Background: an optimization exercise with open tools, aiming at small area. Do not read the settings as production practice. RTL that was checked went through simulation tests only; none was proved equivalent to the original. Power is estimated from default activity; no workload was simulated.

## DMAC
module DMAC #(
    parameter AXI_ID_WD   = 2,
    parameter AXI_DATA_WD = 32,
    parameter AXI_ADDR_WD = 32,
    parameter AXI_STRB_WD = 4
)(
    input                      AXI_ACLK,
    input                      AXI_ARESETN,
    input                      cmd_valid,
    input  [AXI_ADDR_WD-1 : 0] cmd_addr,
    input  [AXI_ID_WD-1   : 0] cmd_id,
    input  [1 : 0]             cmd_burst,
    input  [2 : 0]             cmd_size,
    input  [AXI_ADDR_WD-1 : 0] cmd_len,
    output                     cmd_ready,
    output                     cmd_abort,
    output [AXI_ADDR_WD-1 : 0] AXI_AWADDR,
    output [AXI_ID_WD-1   : 0] AXI_AWID,
    output [1 : 0]             AXI_AWBURST,
    output [2 : 0]             AXI_AWSIZE,
    output [7 : 0]             AXI_AWLEN,
    output                     AXI_AWVALID,
    input                      AXI_AWREADY,
    output [AXI_DATA_WD-1 : 0] AXI_WDATA,
    output [AXI_STRB_WD-1 : 0] AXI_WSTRB,
    output                     AXI_WLAST,
    output                     AXI_WVALID,
    input                      AXI_WREADY,
    input  [AXI_ID_WD-1   : 0] AXI_BID,
    input  [1 : 0]             AXI_BRESP,
    input                      AXI_BVALID,
    output                     AXI_BREADY,
    output [AXI_ADDR_WD-1 : 0] AXI_ARADDR,
    output [AXI_ID_WD-1   : 0] AXI_ARID,
    output [1 : 0]             AXI_ARBURST,
    output [2 : 0]             AXI_ARSIZE,
    output [7 : 0]             AXI_ARLEN,
    output                     AXI_ARVALID,
    input                      AXI_ARREADY,
    input  [AXI_DATA_WD-1 : 0] AXI_RDATA,
    input                      AXI_RLAST,
    input  [AXI_ID_WD-1   : 0] AXI_RID,
    input  [1 : 0]             AXI_RRESP,
    input                      AXI_RVALID,
    output                     AXI_RREADY
);
clock: 6.5 ns
lec_check: 0
cap_margin: 20
core_margin: 2
core_utilization: 40
slew_margin: 20
standard.sh (not shown) runs the stock make flow with config.mk's settings and CLKGATE_MAP_FILE= SYNTH_SCRIPT=/design/flow/synth_recipe.tcl, a recipe that flattens the netlist after the stock synthesis.
==> flow/flow/run.sh <==
#!/bin/bash
set -euo pipefail
export MY_WORK="$PWD"
export MY_ABC_SCRIPT="$PWD/flow/abc_area.script"
export MY_ABC_D=6500
export BUFFER_PORTS_ARGS="-buffer_cell sky130_fd_sc_hd__buf_1"
# clock tree: the standard arguments, without dummy loads
export CTS_ARGS="-sink_clustering_enable -repair_clock_nets -dont_use_dummy_load -buf_list sky130_fd_sc_hd__clkbuf_8"
if [[ -f flow/env.sh ]]; then source flow/env.sh; fi
sed "s#SYNTH_SCRIPT=[^ ]*#SYNTH_SCRIPT=$PWD/flow/synth.tcl#" standard.sh > my_standard.sh
bash my_standard.sh > flow_make.log 2>&1
==> flow/flow/abc_area.script <==
strash
&get -n
&deepsyn -T 30
&put
&get -n
&dch -f
&nf -R 1000
&put
==> flow/flow/synth.tcl <==
# synth_recipe.tcl (the standard synthesis) with ABC's mapping script and delay target replaced.
proc abc {args} {
  set out {}
  set skip 0
  foreach a $args {
    if {$skip} { set skip 0; continue }
    if {$a eq "-script" || $a eq "-D"} { set skip 1; continue }
    lappend out $a
  }
  set out [linsert $out 0 -script $::env(MY_ABC_SCRIPT)]
  lappend out -D $::env(MY_ABC_D)
  puts "abc override: $out"
  yosys abc {*}$out
}
source $::env(MY_WORK)/synth_recipe.tcl
Then changed:
--- a/flow/design.v
+++ b/flow/design.v
@@ -108,41 +108,43 @@
 end
 always @(posedge clk) begin
     if (!rstn)
         wvalid <= 1'b0;
     else if (!w_pending) begin
         if (last_wfire)
             wvalid <= 1'b0;
         if (start_burst)
             wvalid <= 1'b1;
     end
 end
 wire [8:0] cnt_step = phantom_start ? {1'b0, len_m1} : {9{wfire}};
-wire       cnt_cin  = phantom_start;
+wire       cnt_cin  = phantom_start && !wfire;
 always @(posedge clk) begin
     if (!rstn)
         beats_cnt <= 9'b0;
     else
         beats_cnt <= beats_cnt + cnt_step + {8'b0, cnt_cin};
 end
 always @(posedge clk) begin
     if (!rstn)
         wdata <= 10'b0;
     else if (wfire)
         wdata <= wlast ? 10'b0 : wdata + 10'd1;
 end
 always @(posedge clk) begin
     if (!w_pending) begin
         if (start_burst)
             wlast <= (len_m1 == 8'd0);
+        else if (phantom_start)
+            wlast <= (len_m1 == 8'd1);
         else
             wlast <= (beats_cnt == 9'd2);
     end
 end
 always @(posedge clk) begin
     if (!w_pending)
         wstrb <= !abort_pending;
 end
 always @(posedge clk) begin
     if (!rstn)
         bready <= 1'b0;
     else if (last_wfire)
@@ -332,47 +334,47 @@
 wire w_cmd_abort, r_cmd_abort;
 assign cmd_ready = w_cmd_ready && r_cmd_ready;
 assign cmd_abort = w_cmd_abort || r_cmd_abort;
 wire cmd_fire = cmd_valid && cmd_ready;
 wire [17:0] cmd_beats = cmd_len[19:2];
 wire [7:0]  cmd_off   = cmd_addr[9:2];
 wire        cmd_incr  = (cmd_burst == 2'b01);
 wire [18:0] cmd_end   = {1'b0, cmd_beats} + {11'b0, cmd_off};
 wire        cmd_cross = |cmd_end[18:8];
 wire [13:0] q_init   = cmd_incr ? {3'b0, cmd_end[18:8]} : cmd_beats[17:4];
 wire [7:0]  r_init   = cmd_incr ? (cmd_cross ? cmd_end[7:0] : cmd_beats[7:0])
                                 : {4'b0, cmd_beats[3:0]};
+wire [7:0]  rm1_init = r_init - 8'd1;
 reg [1:0] c_id;
 reg [1:0] c_burst;
 reg [2:0] c_size;
-reg [7:0] c_r;        
+reg [7:0] c_rm1;      
 reg [9:0] c_addr;     
 reg       fired;      
 reg [10:0] c_hi;      
 always @(posedge AXI_ACLK) begin
     if (cmd_fire) begin
         c_id    <= cmd_id;
         c_burst <= cmd_burst;
         c_size  <= cmd_size;
-        c_r     <= r_init;
+        c_rm1   <= rm1_init;
         c_addr  <= cmd_addr[9:0];
         c_hi    <= cmd_addr[31:21];
     end
 end
 always @(posedge AXI_ACLK) begin
     fired <= cmd_fire;
 end
 wire c_incr = (c_burst == 2'b01);
-wire c_rz   = ~|c_r;
-wire [7:0] c_rm1 = c_r - 8'd1;
+wire c_rz   = &c_rm1;
 assign AXI_AWID    = c_id;
 assign AXI_AWBURST = c_burst;
 assign AXI_AWSIZE  = c_size;
 assign AXI_ARID    = c_id;
 assign AXI_ARBURST = c_burst;
 assign AXI_ARSIZE  = c_size;
 axi_master_write axi_master_write (
     .clk       (AXI_ACLK),
     .rstn      (AXI_ARESETN),
     .cmd_fire  (cmd_fire),
     .cmd_addr  (cmd_addr[20:10]),
     .c_hi      (c_hi),
=>
- power hardly moves
- sequential power stays flat
- synthesized cell count grows by 1.4%
- final area hardly moves
- sequential share of layout area hardly moves
- routed wire length came out higher by 1.4%
- first-iteration DRC count falls by 13%
No functional check of the RTL was part of the first run of this note.

## re-timing with driven ports
How much do the figures lean on ideal ports? The routed layouts below were timed once more, with nothing changed but the port constraints. Step 1: set_driving_cell puts a clkbuf_16 on AXI_ACLK and a buf_2 on each other input, an assumption about the parent block. Step 2 also shifts input and output timing later by t, the mid clock arrival at the registers, as if the neighbouring blocks saw the same clock. a / b / c = ideal / step 1 / step 2; a / b = the first two.
run | shift t [ns] | setup WS [ns] | worst setup path at the end | latest minus earliest clock arrival (ns) | slew at the worst register clock pin (ns)
the first run | 0.468 | 1.975 / 1.975 / 1.821 | input to register | 0.024 / 0.025 | 0.08 / 0.08
the second run | 0.467 | 1.742 / 1.756 / 1.289 | input to register | 0.030 / 0.030 | 0.08 / 0.08
After both steps every run listed still meets setup and hold. The setup slack of the second run, which loses most, moves by +0.014 ns with the drivers and by -0.453 ns with both steps.
